Context: an optimization exercise on an open-source flow, tuned for small area and a short achievable clock period. The choices shown serve that exercise and are no tape-out recipe. At most, simulation tests tie the RTL to the original design; equivalence was not proved. Power figures rest on the tool's default switching activity, not on a simulated workload.

==> run G: inputs <==
==> flow/design.v (excerpt) <==
module Top_Module(
    input clk,
    input wire [31:0] Num1,
    input wire [31:0] Num2,
    output reg [31:0] out
);
    wire [24:0] be = {1'b1, Num2[22:0], 1'b0};
    reg [11:0] bo, bt, bn;         
    reg [22:0] ma;
    reg [9:0]  x1;
    reg        s1, n1;
    wire [7:0] ea = Num1[30:23];
    wire [7:0] eb = Num2[30:23];
    wire zero1 = (ea == 8'h00);
    wire zero2 = (eb == 8'h00);
    wire max1  = (ea == 8'hFF);
    wire max2  = (eb == 8'hFF);
    wire fz1   = (Num1[22:0] == 23'd0);
    wire fz2   = (Num2[22:0] == 23'd0);
    wire inf1  = max1 & fz1;
    wire inf2  = max2 & fz2;
    wire is_nan = (max1 & ~fz1) | (max2 & ~fz2) | (inf1 & zero2) | (inf2 & zero1);
    wire is_inf = inf1 | inf2;
    wire is_zero = zero1 | zero2;
    wire [9:0] esum = {2'b00, ea} + {2'b00, eb} - 10'd127;
    wire [9:0] e1 = (is_nan | is_inf) ? 10'd383 : is_zero ? 10'h380 : esum;
    integer k;
    always @(posedge clk) begin
        for (k = 0; k < 12; k = k + 1) begin
            bo[k] <= be[2*k+1] ^ be[2*k];
            bt[k] <= (be[2*k+2] & ~be[2*k+1] & ~be[2*k]) | (~be[2*k+2] & be[2*k+1] & be[2*k]);
            bn[k] <= be[2*k+2];
        end
        ma <= Num1[22:0];
        x1 <= e1;
        s1 <= (Num1[31] ^ Num2[31]) & ~is_nan;
  ...
Settings: LEC_CHECK=0, CAP_MARGIN=20, CORE_MARGIN=2, CORE_UTILIZATION=55, CTS_CLUSTER_DIAMETER=100, CTS_CLUSTER_SIZE=20, SLEW_MARGIN=20, SYNTH_HIERARCHICAL=1, SYNTH_MINIMUM_KEEP_SIZE=0; clock period 11.0 ns.
standard.sh (not shown) runs the stock make flow with config.mk's settings and CLKGATE_MAP_FILE= SYNTH_SCRIPT=/design/flow/synth_recipe.tcl, a recipe that flattens the netlist after the stock synthesis.
==> flow/flow/run.sh <==
#!/bin/bash
# Standard layout (the standard.sh) with two changes to how it is made:
# port buffers use buf_2 instead of the default delay-cell choice, and timing
# repair aims for a setup slack of 7.85 ns instead of 0. The clock period and
# all constraints are unchanged. Full tool output goes to standard.log.
bash standard.sh SETUP_SLACK_MARGIN=7.85 "BUFFER_PORTS_ARGS=-buffer_cell sky130_fd_sc_hd__buf_2" finish > standard.log 2>&1
==> inputs of run E, as changes to run G <==
- CTS_CLUSTER_DIAMETER: 100 -> 120
- CTS_CLUSTER_SIZE: 20 -> 30
==> inputs of run M, as changes to run G <==
--- a/flow/design.v
+++ b/flow/design.v
@@ -2,45 +2,43 @@
     input clk,
     input wire [31:0] Num1,
     input wire [31:0] Num2,
     output reg [31:0] out
 );
     wire [24:0] be = {1'b1, Num2[22:0], 1'b0};
     reg [11:0] bo, bt, bn;         
     reg [22:0] ma;
-    reg [9:0]  x1;
-    reg        s1, n1;
-    wire [7:0] ea = Num1[30:23];
-    wire [7:0] eb = Num2[30:23];
-    wire zero1 = (ea == 8'h00);
-    wire zero2 = (eb == 8'h00);
-    wire max1  = (ea == 8'hFF);
-    wire max2  = (eb == 8'hFF);
-    wire fz1   = (Num1[22:0] == 23'd0);
-    wire fz2   = (Num2[22:0] == 23'd0);
-    wire inf1  = max1 & fz1;
-    wire inf2  = max2 & fz2;
-    wire is_nan = (max1 & ~fz1) | (max2 & ~fz2) | (inf1 & zero2) | (inf2 & zero1);
-    wire is_inf = inf1 | inf2;
-    wire is_zero = zero1 | zero2;
-    wire [9:0] esum = {2'b00, ea} + {2'b00, eb} - 10'd127;
-    wire [9:0] e1 = (is_nan | is_inf) ? 10'd383 : is_zero ? 10'h380 : esum;
+    reg [7:0]  ea1, eb1;
+    reg        fa1, fb1, s1;
     integer k;
     always @(posedge clk) begin
         for (k = 0; k < 12; k = k + 1) begin
             bo[k] <= be[2*k+1] ^ be[2*k];
             bt[k] <= (be[2*k+2] & ~be[2*k+1] & ~be[2*k]) | (~be[2*k+2] & be[2*k+1] & be[2*k]);
             bn[k] <= be[2*k+2];
         end
-        ma <= Num1[22:0];
-        x1 <= e1;
-        s1 <= (Num1[31] ^ Num2[31]) & ~is_nan;
-        n1 <= is_nan;
+        ma  <= Num1[22:0];
+        ea1 <= Num1[30:23];
+        eb1 <= Num2[30:23];
+        fa1 <= (Num1[22:0] == 23'd0);
+        fb1 <= (Num2[22:0] == 23'd0);
+        s1  <= Num1[31] ^ Num2[31];
     end
+    wire zero1 = (ea1 == 8'h00);
+    wire zero2 = (eb1 == 8'h00);
+    wire max1  = (ea1 == 8'hFF);
+    wire max2  = (eb1 == 8'hFF);
+    wire inf1  = max1 & fa1;
+    wire inf2  = max2 & fb1;
+    wire is_nan = (max1 & ~fa1) | (max2 & ~fb1) | (inf1 & zero2) | (inf2 & zero1);
+    wire is_inf = inf1 | inf2;
+    wire is_zero = zero1 | zero2;
+    wire [9:0] esum = {2'b00, ea1} + {2'b00, eb1} - 10'd127;
+    wire [9:0] e2 = (is_nan | is_inf) ? 10'd383 : is_zero ? 10'h380 : esum;
     wire pp_0_0 = bn[0] ^ ((bo[0] & ma[0]));
     wire pp_0_1 = bn[0] ^ ((bo[0] & ma[1]) | (bt[0] & ma[0]));
     wire pp_0_2 = bn[0] ^ ((bo[0] & ma[2]) | (bt[0] & ma[1]));
     wire pp_0_3 = bn[0] ^ ((bo[0] & ma[3]) | (bt[0] & ma[2]));
     wire pp_0_4 = bn[0] ^ ((bo[0] & ma[4]) | (bt[0] & ma[3]));
     wire pp_0_5 = bn[0] ^ ((bo[0] & ma[5]) | (bt[0] & ma[4]));
     wire pp_0_6 = bn[0] ^ ((bo[0] & ma[6]) | (bt[0] & ma[5]));
     wire pp_0_7 = bn[0] ^ ((bo[0] & ma[7]) | (bt[0] & ma[6]));
@@ -842,19 +840,16 @@
     ha u_h3 (.a(f239_c), .b(f241_s), .s(h3_s), .co(h3_c));
     wire f242_s = ~(ma[22] ^ pp_11_24);
     wire f242_c = ma[22] | pp_11_24;
     wire f243_s, f243_c;
     fa u_f243 (.a(f242_s), .b(f241_c), .c(h3_c), .s(f243_s), .co(f243_c));
     wire f244_s = ~(sn_11 ^ f242_c);
     wire f244_c = sn_11 | f242_c;
     wire [8:0] lsum = {1'b0, h2_s, f6_s, f3_s, f1_s, h0_s, f0_s, pp_0_1, bn[0]} + {1'b0, f6_c, 1'b0, 1'b0, h1_s, f0_c, 1'b0, 1'b0, pp_0_0};
-    wire [7:0] lx = {h2_s, f6_s, f3_s, f1_s, h0_s, f0_s, pp_0_1, bn[0]};
-    wire [7:0] ly = {f6_c, 1'b0, 1'b0, h1_s, f0_c, 1'b0, 1'b0, pp_0_0};
-    wire lsz = (lx[0] ^ ly[0]) | (|((lx[7:1] ^ ly[7:1]) ^ (lx[6:0] | ly[6:0])));
     reg q8_0, q8_1, q8_2, q9_0, q9_1, q10_0, q10_1, q11_0, q11_1, q12_0, q12_1, q13_0, q13_1, q14_0, q14_1, q15_0, q15_1, q16_0, q16_1, q17_0, q17_1, q18_0, q18_1, q19_0, q19_1, q19_2, q19_3, q20_0, q20_1, q20_2, q21_0, q21_1, q21_2, q22_0, q22_1, q22_2, q23_0, q23_1, q23_2, q24_0, q24_1, q24_2, q24_3, q25_0, q25_1, q25_2, q26_0, q26_1, q26_2, q27_0, q27_1, q27_2, q27_3, q28_0, q28_1, q28_2, q29_0, q29_1, q29_2, q29_3, q30_0, q30_1, q30_2, q31_0, q31_1, q31_2, q31_3, q32_0, q32_1, q32_2, q33_0, q33_1, q34_0, q34_1, q35_0, q35_1, q35_2, q36_0, q36_1, q37_0, q37_1, q37_2, q38_0, q38_1, q39_0, q39_1, q39_2, q40_0, q40_1, q41_0, q42_0, q42_1, q42_2, q43_0, q44_0, q44_1, q44_2, q45_0, q45_1, q46_0, q47_0, q47_1;
     reg        s2, n2;
     reg [9:0]  x2;
     reg        lc2, ls2;
     always @(posedge clk) begin
         q8_0 <= f10_s;
         q8_1 <= f11_s;
         q8_2 <= f9_s;
@@ -953,20 +948,20 @@
         q44_1 <= f240_s;
         q44_2 <= f238_c;
         q45_0 <= h3_s;
         q45_1 <= f240_c;
         q46_0 <= f243_s;
         q47_0 <= f244_s;
         q47_1 <= f243_c;
         lc2 <= lsum[8];
-        ls2 <= lsz;
-        s2 <= s1;
-        n2 <= n1;
-        x2 <= x1;
+        ls2 <= |lsum[7:0];
+        s2 <= s1 & ~is_nan;
+        n2 <= is_nan;
+        x2 <= e2;
     end
     wire mf245_s, mf245_c;
     fa u_mf245 (.a(q8_0), .b(q8_1), .c(q8_2), .s(mf245_s), .co(mf245_c));
     wire mh4_s, mh4_c;
     ha u_mh4 (.a(q9_0), .b(q9_1), .s(mh4_s), .co(mh4_c));
     wire mf246_s, mf246_c;
     fa u_mf246 (.a(q10_0), .b(q10_1), .c(mh4_c), .s(mf246_s), .co(mf246_c));
     wire mh5_s, mh5_c;
- CTS_CLUSTER_DIAMETER: 100 -> 120
- CTS_CLUSTER_SIZE: 20 -> 30
==> flow_summary_export.csv <==
group,metric,value,unit
finish,clk_share,1.977,%
yosys,synthAdderAreaFrac,31.50,%
yosys,netlist_area,20540,um2
setup_path,critPathCapture,"x1[8]$_SDFF_PP1_",
outcome,outcome,"finished clean",
sta,fin_worst_skew,22.83,ps
place,dp.cells,2403,
clock_network,postCtsResizedCells,151,
-- figures above: run G

==> flow_summary_export.csv <==
group,metric,value,unit
setup_path,critPathCapture,"x1[8]$_SDFF_PP1_",
outcome,outcome,"finished clean",
yosys,netlist_area,20540,um2
place,dp.cells,2403,
clock_network,postCtsResizedCells,166,
finish,clk_share,1.445,%
yosys,synthAdderAreaFrac,31.50,%
-- figures above: run E

==> flow_summary_export.csv <==
group,metric,value,unit
finish,clk_share,1.593,%
place,dp.cells,2461,
clock_network,postCtsResizedCells,107,
setup_path,critPathTopFamily,"adder cells",
yosys,netlist_area,20770,um2
yosys,synthAdderAreaFrac,30.92,%
setup_path,critPathCapture,"ls2$_DFF_P_",
outcome,outcome,"finished clean",
-- figures above: run M

Function not checked in run G and run E: the RTL went through the layout flow alone.

---

==> inputs of run a <==
Another version of the RTL of Top_Module (not shown whole).
Design Top_Module, start of the top module:
module Top_Module(
    input clk,
    input wire [31:0] Num1,
    input wire [31:0] Num2,
    output reg [31:0] out
);
Settings: LEC_CHECK=0, CAP_MARGIN=20, CORE_MARGIN=2, CORE_UTILIZATION=55, CTS_CLUSTER_DIAMETER=120, CTS_CLUSTER_SIZE=30, SLEW_MARGIN=20, SYNTH_HIERARCHICAL=1, SYNTH_MINIMUM_KEEP_SIZE=0; clock period 11.0 ns.
==> flow/flow/run.sh <==
#!/bin/bash
# Standard layout (the standard.sh) with two changes to how it is made:
# port buffers use buf_2 instead of the default delay-cell choice, and timing
# repair aims for a setup slack of 7.8 ns instead of 0. The clock period and
# all constraints are unchanged. Full tool output goes to standard.log.
bash standard.sh SETUP_SLACK_MARGIN=7.8 "BUFFER_PORTS_ARGS=-buffer_cell sky130_fd_sc_hd__buf_2" finish > standard.log 2>&1
==> inputs of run b, as changes to run a <==
==> flow/flow/run.sh (replaced) <==
#!/bin/bash
# Standard layout (the standard.sh) with two changes to how it is made:
# port buffers use buf_2 instead of the default delay-cell choice, and timing
# repair aims for a setup slack of 7.7 ns instead of 0. The clock period and
# all constraints are unchanged. Full tool output goes to standard.log.
bash standard.sh SETUP_SLACK_MARGIN=7.7 "BUFFER_PORTS_ARGS=-buffer_cell sky130_fd_sc_hd__buf_2" finish > standard.log 2>&1
- CORE_UTILIZATION: 55 -> 40
- CTS_CLUSTER_DIAMETER: 120 -> default
- CTS_CLUSTER_SIZE: 30 -> default
==> results.txt <==
Outcome
• no timing/DRC/antenna violations — outcome

Global routing
• 22.46% — overall routing resource usage
• 28 — largest net degree at the start of global routing
• 5.225% — met3 Usage GRT

Final layout
• 2802 — final instance count without filler cells
• 3.929% — portion of the layout cell area used by clock cells
• 2514 — nets@finish
• 182 — number of ordinary and repair buffers in the finished layout

STA
• 7.649 ns — min setup slack post-route
• 43.88% — Relative slew margins

Place
• 39780 µm — DP HPWL
• 22190 µm² — Placed Instance Area

Critical path
• 3.84 ns — data arrival time of the critical path
• 14 — reg2reg path depth

Power and ir drop
• 9.370 nW — Leakage Power
• 44.90% — net switching fraction of the power
• 0.004526 W — cell-internal power

Die
• 52340 µm² — floorplan core area

Routing
• 28300 µm — met2 wire len
• 25320 µm — wire length on met1

Clock network
• 0.06 ns — clock transition at the registers of the reported paths

That was run b.
==> results.txt <==
Outcome
• no timing/DRC/antenna violations — outcome

Global routing
• 32 — largest net degree at the start of global routing
• 5.806% — met3 Usage GRT
• 29.92% — overall routing resource usage

Clock network
• 0.11 ns — clock transition at the registers of the reported paths
• 1 — H-tree depth

Die
• 37670 µm² — floorplan core area

Critical path
• 3.83 ns — data arrival time of the critical path
• 11 — reg2reg path depth

Synthesis
• 21060 µm² — Mapped Area

STA
• 7.621 ns — min setup slack post-route
• 44.63% — Relative slew margins

Final layout
• 2594 — final instance count without filler cells
• 186 — number of ordinary and repair buffers in the finished layout
• 1.652% — portion of the layout cell area used by clock cells

Power and ir drop
• 9.099 nW — Leakage Power
• 0.004189 W — cell-internal power

Place
• 38300 µm — DP HPWL
• 21960 µm² — Placed Instance Area

Routing
• 27440 µm — met2 wire len

That was run a.

---

==> build 48: inputs <==
Top_Module with an RTL version that a note above also has.
## Top_Module
module Top_Module(
    input clk,
    input wire [31:0] Num1,
    input wire [31:0] Num2,
    output reg [31:0] out
);
Settings: LEC_CHECK=0, CAP_MARGIN=5, CORE_MARGIN=2, CORE_UTILIZATION=55, CTS_CLUSTER_DIAMETER=120, CTS_CLUSTER_SIZE=30, SLEW_MARGIN=5, SYNTH_HIERARCHICAL=1, SYNTH_MINIMUM_KEEP_SIZE=0; clock period 11.0 ns.
==> flow/flow/run.sh <==
#!/bin/bash
# Standard layout (the standard.sh) with two changes to how it is made:
# port buffers use buf_2 instead of the default delay-cell choice, and timing
# repair aims for a setup slack of 7.85 ns instead of 0. The clock period and
# all constraints are unchanged. Full tool output goes to standard.log.
bash standard.sh SETUP_SLACK_MARGIN=7.85 "BUFFER_PORTS_ARGS=-buffer_cell sky130_fd_sc_hd__buf_2" finish > standard.log 2>&1
==> inputs of build 60, as changes to build 48 <==
--- a/flow/design.v
+++ b/flow/design.v
@@ -3,31 +3,31 @@
     input wire [31:0] Num1,
     input wire [31:0] Num2,
     output reg [31:0] out
 );
     wire [24:0] be = {1'b1, Num2[22:0], 1'b0};
     reg [11:0] bo, bt, bn;         
     reg [22:0] ma;
     reg [7:0]  ea1, eb1;
-    reg        fa1, fb1, s1;
+    reg        s1;
     integer k;
     always @(posedge clk) begin
         for (k = 0; k < 12; k = k + 1) begin
             bo[k] <= be[2*k+1] ^ be[2*k];
             bt[k] <= (be[2*k+2] & ~be[2*k+1] & ~be[2*k]) | (~be[2*k+2] & be[2*k+1] & be[2*k]);
             bn[k] <= be[2*k+2];
         end
         ma  <= Num1[22:0];
         ea1 <= Num1[30:23];
         eb1 <= Num2[30:23];
-        fa1 <= (Num1[22:0] == 23'd0);
-        fb1 <= (Num2[22:0] == 23'd0);
         s1  <= Num1[31] ^ Num2[31];
     end
+    wire fa1 = (ma == 23'd0);
+    wire fb1 = ~(|bo) & ~(|bt[10:0]);
     wire zero1 = (ea1 == 8'h00);
     wire zero2 = (eb1 == 8'h00);
     wire max1  = (ea1 == 8'hFF);
     wire max2  = (eb1 == 8'hFF);
     wire inf1  = max1 & fa1;
     wire inf2  = max2 & fb1;
     wire is_nan = (max1 & ~fa1) | (max2 & ~fb1) | (inf1 & zero2) | (inf2 & zero1);
     wire is_inf = inf1 | inf2;
@@ -840,16 +840,19 @@
     ha u_h3 (.a(f239_c), .b(f241_s), .s(h3_s), .co(h3_c));
     wire f242_s = ~(ma[22] ^ pp_11_24);
     wire f242_c = ma[22] | pp_11_24;
     wire f243_s, f243_c;
     fa u_f243 (.a(f242_s), .b(f241_c), .c(h3_c), .s(f243_s), .co(f243_c));
     wire f244_s = ~(sn_11 ^ f242_c);
     wire f244_c = sn_11 | f242_c;
     wire [8:0] lsum = {1'b0, h2_s, f6_s, f3_s, f1_s, h0_s, f0_s, pp_0_1, bn[0]} + {1'b0, f6_c, 1'b0, 1'b0, h1_s, f0_c, 1'b0, 1'b0, pp_0_0};
+    wire [7:0] lx = {h2_s, f6_s, f3_s, f1_s, h0_s, f0_s, pp_0_1, bn[0]};
+    wire [7:0] ly = {f6_c, 1'b0, 1'b0, h1_s, f0_c, 1'b0, 1'b0, pp_0_0};
+    wire lsz = (lx[0] ^ ly[0]) | (|((lx[7:1] ^ ly[7:1]) ^ (lx[6:0] | ly[6:0])));
     reg q8_0, q8_1, q8_2, q9_0, q9_1, q10_0, q10_1, q11_0, q11_1, q12_0, q12_1, q13_0, q13_1, q14_0, q14_1, q15_0, q15_1, q16_0, q16_1, q17_0, q17_1, q18_0, q18_1, q19_0, q19_1, q19_2, q19_3, q20_0, q20_1, q20_2, q21_0, q21_1, q21_2, q22_0, q22_1, q22_2, q23_0, q23_1, q23_2, q24_0, q24_1, q24_2, q24_3, q25_0, q25_1, q25_2, q26_0, q26_1, q26_2, q27_0, q27_1, q27_2, q27_3, q28_0, q28_1, q28_2, q29_0, q29_1, q29_2, q29_3, q30_0, q30_1, q30_2, q31_0, q31_1, q31_2, q31_3, q32_0, q32_1, q32_2, q33_0, q33_1, q34_0, q34_1, q35_0, q35_1, q35_2, q36_0, q36_1, q37_0, q37_1, q37_2, q38_0, q38_1, q39_0, q39_1, q39_2, q40_0, q40_1, q41_0, q42_0, q42_1, q42_2, q43_0, q44_0, q44_1, q44_2, q45_0, q45_1, q46_0, q47_0, q47_1;
     reg        s2, n2;
     reg [9:0]  x2;
     reg        lc2, ls2;
     always @(posedge clk) begin
         q8_0 <= f10_s;
         q8_1 <= f11_s;
         q8_2 <= f9_s;
@@ -948,17 +951,17 @@
         q44_1 <= f240_s;
         q44_2 <= f238_c;
         q45_0 <= h3_s;
         q45_1 <= f240_c;
         q46_0 <= f243_s;
         q47_0 <= f244_s;
         q47_1 <= f243_c;
         lc2 <= lsum[8];
-        ls2 <= |lsum[7:0];
+        ls2 <= lsz;
         s2 <= s1 & ~is_nan;
         n2 <= is_nan;
         x2 <= e2;
     end
     wire mf245_s, mf245_c;
     fa u_mf245 (.a(q8_0), .b(q8_1), .c(q8_2), .s(mf245_s), .co(mf245_c));
     wire mh4_s, mh4_c;
     ha u_mh4 (.a(q9_0), .b(q9_1), .s(mh4_s), .co(mh4_c));
==> flow/config.mk (replaced) <==
export PLATFORM = sky130hd
export DESIGN_NAME = Top_Module
export DESIGN_NICKNAME = Top_Module
export VERILOG_FILES = /design/flow/design.v
export SDC_FILE = /design/flow/constraint.sdc
export NUM_CORES = 4
export LEC_CHECK = 0
export CAP_MARGIN = 20
export CORE_MARGIN = 2
export CORE_UTILIZATION = 55
export CTS_CLUSTER_DIAMETER = 120
export CTS_CLUSTER_SIZE = 30
export SLEW_MARGIN = 20
export SYNTH_HIERARCHICAL = 1
export SYNTH_MINIMUM_KEEP_SIZE = 0
==> notes <==
Build 48 finished clean. Build 60 went through all stages and came out clean. Against build 48, the sequential share of layout area of build 60 is lower by 0.46 points. Synthesized cell count: build 60 is larger than build 48 (about 1%). Against build 48, the flip-flop and latch count of build 60 is lower by 2. Between build 48 and build 60, the lower clock-buffer cell count is in build 60 (gap 2). Of build 48 and build 60, build 60 has the higher combinational power (gap 5.4%, measured against build 60). Against build 60, the first-iteration DRC count of build 48 is lower by about 3.7%.

## port drivers added, routing unchanged
In the flow no input, the clock included, has a driving cell. The finished layouts below were timed again as built, in two steps. Step 1 assumes that a clkbuf_16 drives the clock port and a buf_2 every other input. Step 2, shift: input delay + t, output delay - t, t = (earliest + latest rising clock arrival at the registers) / 2. This alone moves slack from input paths to output paths. Three values: ideal, step 1, step 2; two values: the first two.
| run | t, ns | slack for setup (ns) | worst setup path at the end | clock arrival spread, ns | worst data-port slew with drivers (ns) |
|---|---|---|---|---|---|
| run G | 0.566 | 7.555 / 7.569 / 7.003 | input to register | 0.023 / 0.023 | 0.05 |
| run E | 0.561 | 7.590 / 7.603 / 7.042 | input to register | 0.037 / 0.036 | 0.05 |
| run M | 0.559 | 7.802 / 7.789 / 7.437 | input to register | 0.020 / 0.020 | 0.04 |
| run a | 0.575 | 7.621 / 7.621 / 7.572 | input to register | 0.013 / 0.013 | 0.04 |
| run b | 0.633 | 7.649 / 7.649 / 7.474 | input to register | 0.015 / 0.015 | 0.04 |
| build 48 | 0.573 | 7.814 / 7.780 / 7.480 | input to register | 0.037 / 0.037 | 0.04 |
| build 60 | 0.575 | 7.812 / 7.766 / 7.812 | register to register | 0.026 / 0.025 | 0.05 |
After both steps setup and hold are still met in every run listed. For run G, which loses most, drivers alone change the setup slack by +0.014 ns; drivers and shift together by -0.552 ns.
